What follows belongs to an exercise in optimizing a design on an open flow for small area and a short achievable clock period; a production flow would make more cautious choices.
At most, simulation tests tie the RTL to the original design; equivalence was not proved.
Power and IR drop assume default switching activity.

run 1:
==> flow/design.v (excerpt) <==
module statem(
	input	wire		clk,
	input	wire		rst,
	input	wire[15:0]	sw,
	output	wire[15:0]	Fout
	);
export LEC_CHECK = 0
export CAP_MARGIN = 20
export CORE_MARGIN = 2
export CORE_UTILIZATION = 40
export SETUP_SLACK_MARGIN = 3.0
export SLEW_MARGIN = 20
create_clock -name core_clock -period 6.0 [get_ports {clk}]
standard.sh (not shown) runs the stock make flow with config.mk's settings and CLKGATE_MAP_FILE= SYNTH_SCRIPT=/design/flow/synth_recipe.tcl, a recipe that flattens the netlist after the stock synthesis.
==> flow/flow/run.sh <==
#!/bin/bash
# Own flow: the standard layout, except that synthesis leaves adders to ABC
# (no full/half-adder cells) and maps with the ABC script in flow/abc.script.
set -euo pipefail
W=$(pwd)
# scripts folder = ORFS's scripts, with abc_area.script replaced by ours
mkdir -p "$W/scripts_own"
for f in "$FLOW_HOME"/scripts/*; do ln -sf "$f" "$W/scripts_own/"; done
rm -f "$W/scripts_own/abc_area.script"
cp "$W/flow/abc.script" "$W/scripts_own/abc_area.script"
make -C "$FLOW_HOME" DESIGN_CONFIG="$W/config.mk" WORK_HOME="$W/orfs" CLKGATE_MAP_FILE= \
	SYNTH_SCRIPT="$W/synth_recipe.tcl" SCRIPTS_DIR="$W/scripts_own" \
	ADDER_MAP_FILE= ABC_AREA=1 synth > "$W/synth.log" 2>&1
# the rest of the standard flow (synthesis is up to date, so make skips it),
# with plain buffers on the ports
export BUFFER_PORTS_ARGS="-buffer_cell sky130_fd_sc_hd__buf_1"
bash "$W/standard.sh" > "$W/layout.log" 2>&1
==> flow/flow/abc.script <==
strash
&get -n
&st
&dch -f
&nf -R 40
&put
topo
[inputs] run 2 vs run 1
Settings: changing SETUP_SLACK_MARGIN from 3.0 to 2.9.
-- flow/flow/run.sh --
<<< run 1, line 16
export BUFFER_PORTS_ARGS="-buffer_cell sky130_fd_sc_hd__buf_1"
>>> run 2, line 16
export BUFFER_PORTS_ARGS="-buffer_cell sky130_fd_sc_hd__buf_2"
-- flow/flow/abc.script --
<<< run 1, line 5
&nf -R 40
>>> run 2, line 5
&nf -R 75
- Run 2 against run 1: compound-cell area share of the yosys netlist higher, fraction of standard cell area that is sequential higher, die outline width lower, synthesis-to-layout area growth lower, cell count lower.
- On slack of the critical path: between run 2 and run 1, it ends up higher for run 1.
- Compared with run 1, run 2 shows a lower cell area after layout.
- Routed length on met3 up 1.4% in run 2 wrt run 1
- Part of the total power dissipated in combinational logic on run 2 is up relative to run 1.
- On met1 layer usage reported by global route: run 2 sits below run 1.
Edits applied to the flow inputs when going from run 2 to run 3:
-- flow/flow/run.sh --
<<< run 2, line 16
export BUFFER_PORTS_ARGS="-buffer_cell sky130_fd_sc_hd__buf_2"
>>> run 3, line 16
export BUFFER_PORTS_ARGS="-buffer_cell sky130_fd_sc_hd__buf_1"
-- flow/flow/abc.script --
<<< run 2, line 5
&nf -R 75
>>> run 3, line 5
&nf -R 50
==> summary.txt <==
- In the reports for run 2 and run 3, the larger peak per-stage delay on the critical path belongs to run 3.
- | area after synthesis | run 3 vs run 2 | ≈ equal |
- Compared with run 2, run 3 shows a non-clock buffer count that is 1 higher.
- Placed cell area ends up higher on run 2.
- Relative to run 2, the area of the multi-input gates measured on run 3 has increased slightly.
- Diff run 2 -> run 3 | wire length of the first global-routing pass | increase of 640 um
- Number of DRC violations after detailed-routing iteration 0 on run 3 is up relative to run 2.
- Diff run 2..run 3 | die outline height | negligible
The following lists how run 4 was set up differently from run 3:
Settings: SETUP_SLACK_MARGIN changed from 2.9 to 3.0.
-- flow/flow/abc.script --
<<< run 3, line 5
&nf -R 50
>>> run 4, line 5
&nf -R 60
## What came out
Run 4 vs. run 3: critical path buffer and inverter count shows an increase of 1, hold slack shows an increase of 0.019 ns, minimum clock period after layout shows a reduction of 0.089 ns. Measured against each other, run 3 and run 4 differ in wire length, the higher figure coming from run 4. Comparing run 3 with run 4, the total standard cell area after synthesis came out essentially unchanged. There was hardly any difference in die area between run 3 and run 4. Via count of the routed design was higher in the run labelled run 4. Summary: with run 3 as the reference, via count of the first global-routing pass in run 4 moved down slightly. Looking at post-route cell area, run 4 sits 0.44% lower than run 3 does.
## Diff of input files: run 5 against run 4
-- flow/flow/run.sh --
<<< run 4, line 16
export BUFFER_PORTS_ARGS="-buffer_cell sky130_fd_sc_hd__buf_1"
>>> run 5, line 16
export BUFFER_PORTS_ARGS="-buffer_cell sky130_fd_sc_hd__buf_2"
-- flow/flow/abc.script --
<<< run 4, line 5
&nf -R 60
>>> run 5, line 5
&nf -R 50
- Post-synthesis share of cell area spent on full adders, half adders and majority gates ends up lower on run 4.
- The switching power total of run 5 was inferior to that of run 4.
- Comparing run 4 and run 5, wire length of the first global-routing pass is lower on run 4.
- Run 4 ended up with sky130_fd_sc_hd__maj3_1 as its cell with the largest stage delay on the worst path; run 5 ended up with sky130_fd_sc_hd__xnor2_4.
- Comparing run 4 and run 5, setup slack is higher on run 4.
- Going from run 4 to run 5, the first-iteration DRC count was found to have gone up by 161.
- Taking run 4 as the reference point, the post-synthesis average cell area of run 5 rises by 0.93%.
Inputs modified between run 5 and run 6:
Settings: SETUP_SLACK_MARGIN changed from 3.0 to 3.1.
-- flow/flow/abc.script --
<<< run 5, line 5
&nf -R 50
>>> run 6, line 5
&nf -R 75
[summary]
The flow did not stop early for run 6: all stages ran, and the layout cleared the timing, DRC and antenna checks.
Run 5 → run 6: fraction of synthesized cell area in xor and xnor cells decreased by 0.25 points relative to the old numbers, power in the clock group decreased by 23% relative to the old numbers, multi-input gate count increased by about 1.3% relative to the old numbers.
Width of the die: run 5 vs run 6 — no meaningful difference
The lower multi-input logic portion of the cell area of run 5 and run 6 is in run 6.
Taking run 6 as 1.0, run 5 lands at 0.841 on combinational group power.


## oak
statem, a different RTL version from the one above (not shown whole).
Size: about 43 flip-flops, about 0.0037 mm2 of cells after synthesis.
==> flow/design.v (excerpt) <==
module statem(
	input	wire		clk,
	input	wire		rst,
	input	wire[15:0]	sw,
	output	wire[15:0]	Fout
	);
	reg[1:0]	i;
	reg		show;		 
	reg[15:0]	A0;
	reg[15:0]	B0;
	reg[7:0]	cr;		 
	wire	i0 = (i == 2'd0);
	wire	i1 = (i == 2'd1);
	wire	i2 = (i == 2'd2);
	wire	i3 = (i == 2'd3);
	wire	o_add = (sw[3:0] == 4'b0001);
	wire	o_sub = (sw[3:0] == 4'b0010);
	wire[15:0]	bn = ({16{i1}} & sw) | ({16{i2 & o_add}} & B0) | ({16{i2 & o_sub}} & ~B0);
	wire		cn = i2 & o_sub;
	wire[16:0]	cy;
	cla16 nc(.g(A0 & bn), .p(A0 ^ bn), .ci(cn), .c(cy));
	wire[7:0]	crn = {cy[14], cy[12], cy[10], cy[8], cy[6], cy[4], cy[2], cy[0]};
	wire[15:0]	p = A0 ^ B0;
	wire[15:0]	g = A0 & B0;
	wire[16:0]	c;
	genvar k;
	generate
		for (k = 0; k < 8; k = k + 1) begin : fc
			assign c[2*k] = cr[k];
			assign c[2*k+1] = g[2*k] | (p[2*k] & cr[k]);
		end
	endgenerate
	assign c[16] = g[15] | (p[15] & c[15]);
	wire[15:0]	s = p ^ c[15:0];
	assign Fout = {16{show}} & s;
	wire	SF = s[15];
	wire	ZF = ~(|s);
	wire	CF = c[16] ^ cr[0];
	wire	OF = (c[15] ^ c[16]) & ~(cr[0] & ~(|A0));
	wire[15:0]	res;
	alu a(.en(i2), .op(sw[3:0]), .A(A0), .B(B0), .res(res));
	always @(posedge clk or negedge rst) begin
		if (rst == 0) begin
			i <= 2'd0;
			show <= 1'b0;
		end else begin
			i <= i + 2'd1;
			if (i2)
				show <= 1'b1;
		end
	end
	always @(posedge clk) begin
		B0 <= bn;
		cr <= crn;
		if (i0 | i3 | (i2 & ~o_add & ~o_sub))
			A0 <= ({16{i0}} & sw) | res | {12'b0, {4{i3}} & {SF, OF, ZF, CF}};
	end
endmodule
Settings: LEC_CHECK=0, CAP_MARGIN=20, CORE_MARGIN=2, CORE_UTILIZATION=40, SETUP_SLACK_MARGIN=2.8, SLEW_MARGIN=20; clock period 6.0 ns.
==> flow/flow/run.sh <==
#!/bin/bash
# Own flow: the standard layout, except that synthesis leaves adders to ABC
# (no full/half-adder cells) and maps with the ABC script in flow/abc.script.
set -euo pipefail
W=$(pwd)
# scripts folder = ORFS's scripts, with abc_area.script replaced by ours
mkdir -p "$W/scripts_own"
for f in "$FLOW_HOME"/scripts/*; do ln -sf "$f" "$W/scripts_own/"; done
rm -f "$W/scripts_own/abc_area.script"
cp "$W/flow/abc.script" "$W/scripts_own/abc_area.script"
make -C "$FLOW_HOME" DESIGN_CONFIG="$W/config.mk" WORK_HOME="$W/orfs" CLKGATE_MAP_FILE= \
	SYNTH_SCRIPT="$W/synth_recipe.tcl" SCRIPTS_DIR="$W/scripts_own" \
	ADDER_MAP_FILE= ABC_AREA=1 synth > "$W/synth.log" 2>&1
# the rest of the standard flow (synthesis is up to date, so make skips it),
# with plain buffers on the ports
export BUFFER_PORTS_ARGS="-buffer_cell sky130_fd_sc_hd__buf_2"
bash "$W/standard.sh" > "$W/layout.log" 2>&1
==> flow/flow/abc.script <==
strash
&get -n
&st
&dch -f
&nf -R 200
&put
topo
oak closes out successfully: all stages finished, all timing, DRC and antenna checks passed.
The following lists how pine was set up differently from oak:
==> flow/flow/abc.script <==
strash
&get -n
&st
&dch -f
&nf -R 100
&put
topo
Findings:
Diff oak..pine | final critical path time including I/O delays and setup | unchanged
pine -> oak: post-synth net total delta 0, exact match
Fraction of area in registers across pine and oak: no real change.
[inputs] birch vs pine
==> flow/flow/abc.script <==
strash
&get -n
&st
&dch -f
&nf -R 50
&put
topo
==> summary.txt <==
- Comparing post-placement worst setup slack for pine and birch, the bigger number came from birch.
- Minimum setup slack in the final design: birch lower than pine
- Compared with pine, in birch layout overhead on the synthesized area went up 7.4 points, half-perimeter wire length of the detailed placement result went up 70 um, compound-cell area share of the yosys netlist went up 0.39 points.
- birch ends up with higher share of power burned in registers than pine does.
- On width of the die, pine and birch are neck and neck.
No run of this note included a check of the RTL's function; only the layout flow was run.


Another version of the RTL of statem (not shown whole).
Size in the first run: roughly 540 cells after synthesis, roughly 43 flip-flops, about 34 I/O pins, about 4100 sq um of cells after synthesis.
clock: 6.0 ns
lec_check: 0
cap_margin: 20
core_margin: 2
core_utilization: 40
setup_slack_margin: 3.1
slew_margin: 20
==> flow/flow/run.sh <==
#!/bin/bash
# Own flow: the standard layout, except that synthesis leaves adders to ABC
# (no full/half-adder cells) and maps with the ABC script in flow/abc.script.
set -euo pipefail
W=$(pwd)
# scripts folder = ORFS's scripts, with abc_area.script replaced by ours
mkdir -p "$W/scripts_own"
for f in "$FLOW_HOME"/scripts/*; do ln -sf "$f" "$W/scripts_own/"; done
rm -f "$W/scripts_own/abc_area.script"
cp "$W/flow/abc.script" "$W/scripts_own/abc_area.script"
make -C "$FLOW_HOME" DESIGN_CONFIG="$W/config.mk" WORK_HOME="$W/orfs" CLKGATE_MAP_FILE= \
	SYNTH_SCRIPT="$W/synth_recipe.tcl" SCRIPTS_DIR="$W/scripts_own" \
	ADDER_MAP_FILE= ABC_AREA=1 synth > "$W/synth.log" 2>&1
# the rest of the standard flow (synthesis is up to date, so make skips it)
bash "$W/standard.sh" > "$W/layout.log" 2>&1
==> flow/flow/abc.script <==
strash
&get -n
&st
&dch -f
&nf -a
&put
topo
The starting point finished clean.
==> next run, changes <==
--- a/flow/flow/run.sh
+++ b/flow/flow/run.sh
@@ -14 +14,3 @@
-# the rest of the standard flow (synthesis is up to date, so make skips it)
+# the rest of the standard flow (synthesis is up to date, so make skips it),
+# with plain buffers on the ports
+export BUFFER_PORTS_ARGS="-buffer_cell sky130_fd_sc_hd__buf_2"
--- a/flow/config.mk
+++ b/flow/config.mk
@@ -11 +11 @@
-export SETUP_SLACK_MARGIN = 3.1
+export SETUP_SLACK_MARGIN = 3.0
After rerunning: The changed run ran to the end with no violations. Clock power came out higher by 10%. Via count went down by 11%. Combinational power decreases by 35%.


== run A ==
statem, a different RTL version from the one above (not shown whole).
Size in the first run: about 520 cells after synthesis, roughly 34 I/O pins.
clock: 6.0 ns
lec_check: 0
cap_margin: 20
core_margin: 2
core_utilization: 40
setup_slack_margin: 3.0
slew_margin: 20
tns_end_percent: 30
==> flow/flow/run.sh <==
#!/bin/bash
# Own flow: the standard layout, except that synthesis leaves adders to ABC
# (no full/half-adder cells) and maps with the ABC script in flow/abc.script.
set -euo pipefail
W=$(pwd)
# scripts folder = ORFS's scripts, with abc_area.script replaced by ours
mkdir -p "$W/scripts_own"
for f in "$FLOW_HOME"/scripts/*; do ln -sf "$f" "$W/scripts_own/"; done
rm -f "$W/scripts_own/abc_area.script"
cp "$W/flow/abc.script" "$W/scripts_own/abc_area.script"
make -C "$FLOW_HOME" DESIGN_CONFIG="$W/config.mk" WORK_HOME="$W/orfs" CLKGATE_MAP_FILE= \
	SYNTH_SCRIPT="$W/synth_recipe.tcl" SCRIPTS_DIR="$W/scripts_own" \
	ADDER_MAP_FILE= ABC_AREA=1 synth > "$W/synth.log" 2>&1
# the rest of the standard flow (synthesis is up to date, so make skips it),
# with plain buffers on the ports
export BUFFER_PORTS_ARGS="-buffer_cell sky130_fd_sc_hd__buf_1"
bash "$W/standard.sh" > "$W/layout.log" 2>&1
==> flow/flow/abc.script <==
strash
&get -n
&st
&dch -f
&nf -R 60
&put
topo
Run A: all stages complete, timing, DRC and antenna checks passed
diff inputs: run A => run B
# run A
export LEC_CHECK = 0
export CAP_MARGIN = 20
export CORE_MARGIN = 2
export CORE_UTILIZATION = 40
export SETUP_SLACK_MARGIN = 3.0
export SLEW_MARGIN = 20
export TNS_END_PERCENT = 30
create_clock -name core_clock -period 6.0 [get_ports {clk}]
# run B
export LEC_CHECK = 0
export CAP_MARGIN = 20
export CORE_MARGIN = 2
export CORE_UTILIZATION = 40
export CTS_BUF_LIST = sky130_fd_sc_hd__clkbuf_16
export CTS_CLUSTER_DIAMETER = 200
export CTS_CLUSTER_SIZE = 50
export SETUP_SLACK_MARGIN = 3.0
export SLEW_MARGIN = 20
create_clock -name core_clock -period 6.0 [get_ports {clk}]
## What came out
Of run B and run A, the run reporting the lower layout overhead on the synthesized area was run A. The wire length of the first global-routing pass of run B and that of run A are within noise of each other. Changes observed in run B relative to run A: vias after detailed routing neither gained nor lost much; fraction of final layout cells sized beyond drive strength 1 picked up an extra 0.53 points; share of flip-flops with an asynchronous set or reset after synthesis neither gained nor lost much. Diff run A -> run B: share of total power in the clock network up 7.5 points; detailed-route wire length now sits higher.
--- input diff run B..run C ---
# run B
export LEC_CHECK = 0
export CAP_MARGIN = 20
export CORE_MARGIN = 2
export CORE_UTILIZATION = 40
export CTS_BUF_LIST = sky130_fd_sc_hd__clkbuf_16
export CTS_CLUSTER_DIAMETER = 200
export CTS_CLUSTER_SIZE = 50
export SETUP_SLACK_MARGIN = 3.0
export SLEW_MARGIN = 20
create_clock -name core_clock -period 6.0 [get_ports {clk}]
# run C
export LEC_CHECK = 0
export CAP_MARGIN = 20
export CORE_MARGIN = 2
export CORE_UTILIZATION = 40
export SETUP_SLACK_MARGIN = 3.0
export SLEW_MARGIN = 20
create_clock -name core_clock -period 6.0 [get_ports {clk}]
==> flow/flow/abc.script <==
strash
&get -n
&st
&dch -f
&nf -R 50
&put
topo
[summary]
[compare] base=run B new=run C: aggregate global-route resource usage went up; fraction of final layout cells sized beyond drive strength 1 +0.88 points; combinational fraction of design power saw an increase. The more densely filled core belongs to run B, not run C. Against run B, global-route wire length before repair in run C rose by a few percent.
Input changes introduced in run D (baseline for comparison: run C):
==> flow/flow/abc.script <==
strash
&get -n
&st
&dch -f
&nf -R 60
&put
topo
Endpoint of the worst setup timing path: Fout[15] -> run C, Fout[3] -> run D. The internal portion of total power number comes out lower for run D vs run C. STATUS power: run D wins against run C. Diff run C..run D | sequential element share of the synthesized area | negligible.

[afterwards: timing with drivers on the ports]
The flow's constraints put no driver on any port. The routed layouts listed below were extracted and timed again, unchanged, in two steps.
Step 1 assumes that a clkbuf_16 drives the clock port and a buf_2 every other input.
Step 2 also shifts input and output timing later by t, the mid clock arrival at the registers, as if the neighbouring blocks saw the same clock.
Three values: ideal ports, drivers, drivers and shift; two values: the first two.
run	t, ns	setup WS [ns]	latest minus earliest clock arrival (ns)	slew at the worst register clock pin (ns)
run 1	0.343	3.052 / 3.020 / 2.745	0.008 / 0.008	0.09 / 0.09
run 2	0.329	2.986 / 2.997 / 2.669	0.009 / 0.009	0.09 / 0.09
run 3	0.336	2.976 / 2.944 / 2.665	0.011 / 0.012	0.10 / 0.10
run 4	0.333	3.065 / 3.034 / 2.781	0.013 / 0.014	0.10 / 0.10
run 5	0.339	3.052 / 3.018 / 2.728	0.007 / 0.008	0.09 / 0.09
run 6	0.330	3.115 / 3.124 / 2.794	0.012 / 0.011	0.09 / 0.09
oak	0.343	2.718 / 2.701 / 2.358	0.006 / 0.006	0.09 / 0.09
pine	0.343	2.718 / 2.701 / 2.358	0.006 / 0.006	0.09 / 0.09
birch	0.326	2.710 / 2.687 / 2.361	0.008 / 0.007	0.09 / 0.09
the first run of note 3	0.353	2.996 / 2.961 / 2.762	0.008 / 0.008	0.10 / 0.10
the second run of note 3	0.351	3.039 / 3.003 / 2.720	0.014 / 0.014	0.10 / 0.10
run A	0.334	2.983 / 2.953 / 2.782	0.016 / 0.016	0.10 / 0.10
run B	0.324	3.049 / 3.013 / 2.800	0.007 / 0.006	0.07 / 0.07
run C	0.336	3.066 / 3.034 / 2.776	0.005 / 0.005	0.09 / 0.09
run D	0.333	3.065 / 3.034 / 2.781	0.013 / 0.014	0.10 / 0.10
After both steps every run listed still meets setup and hold.
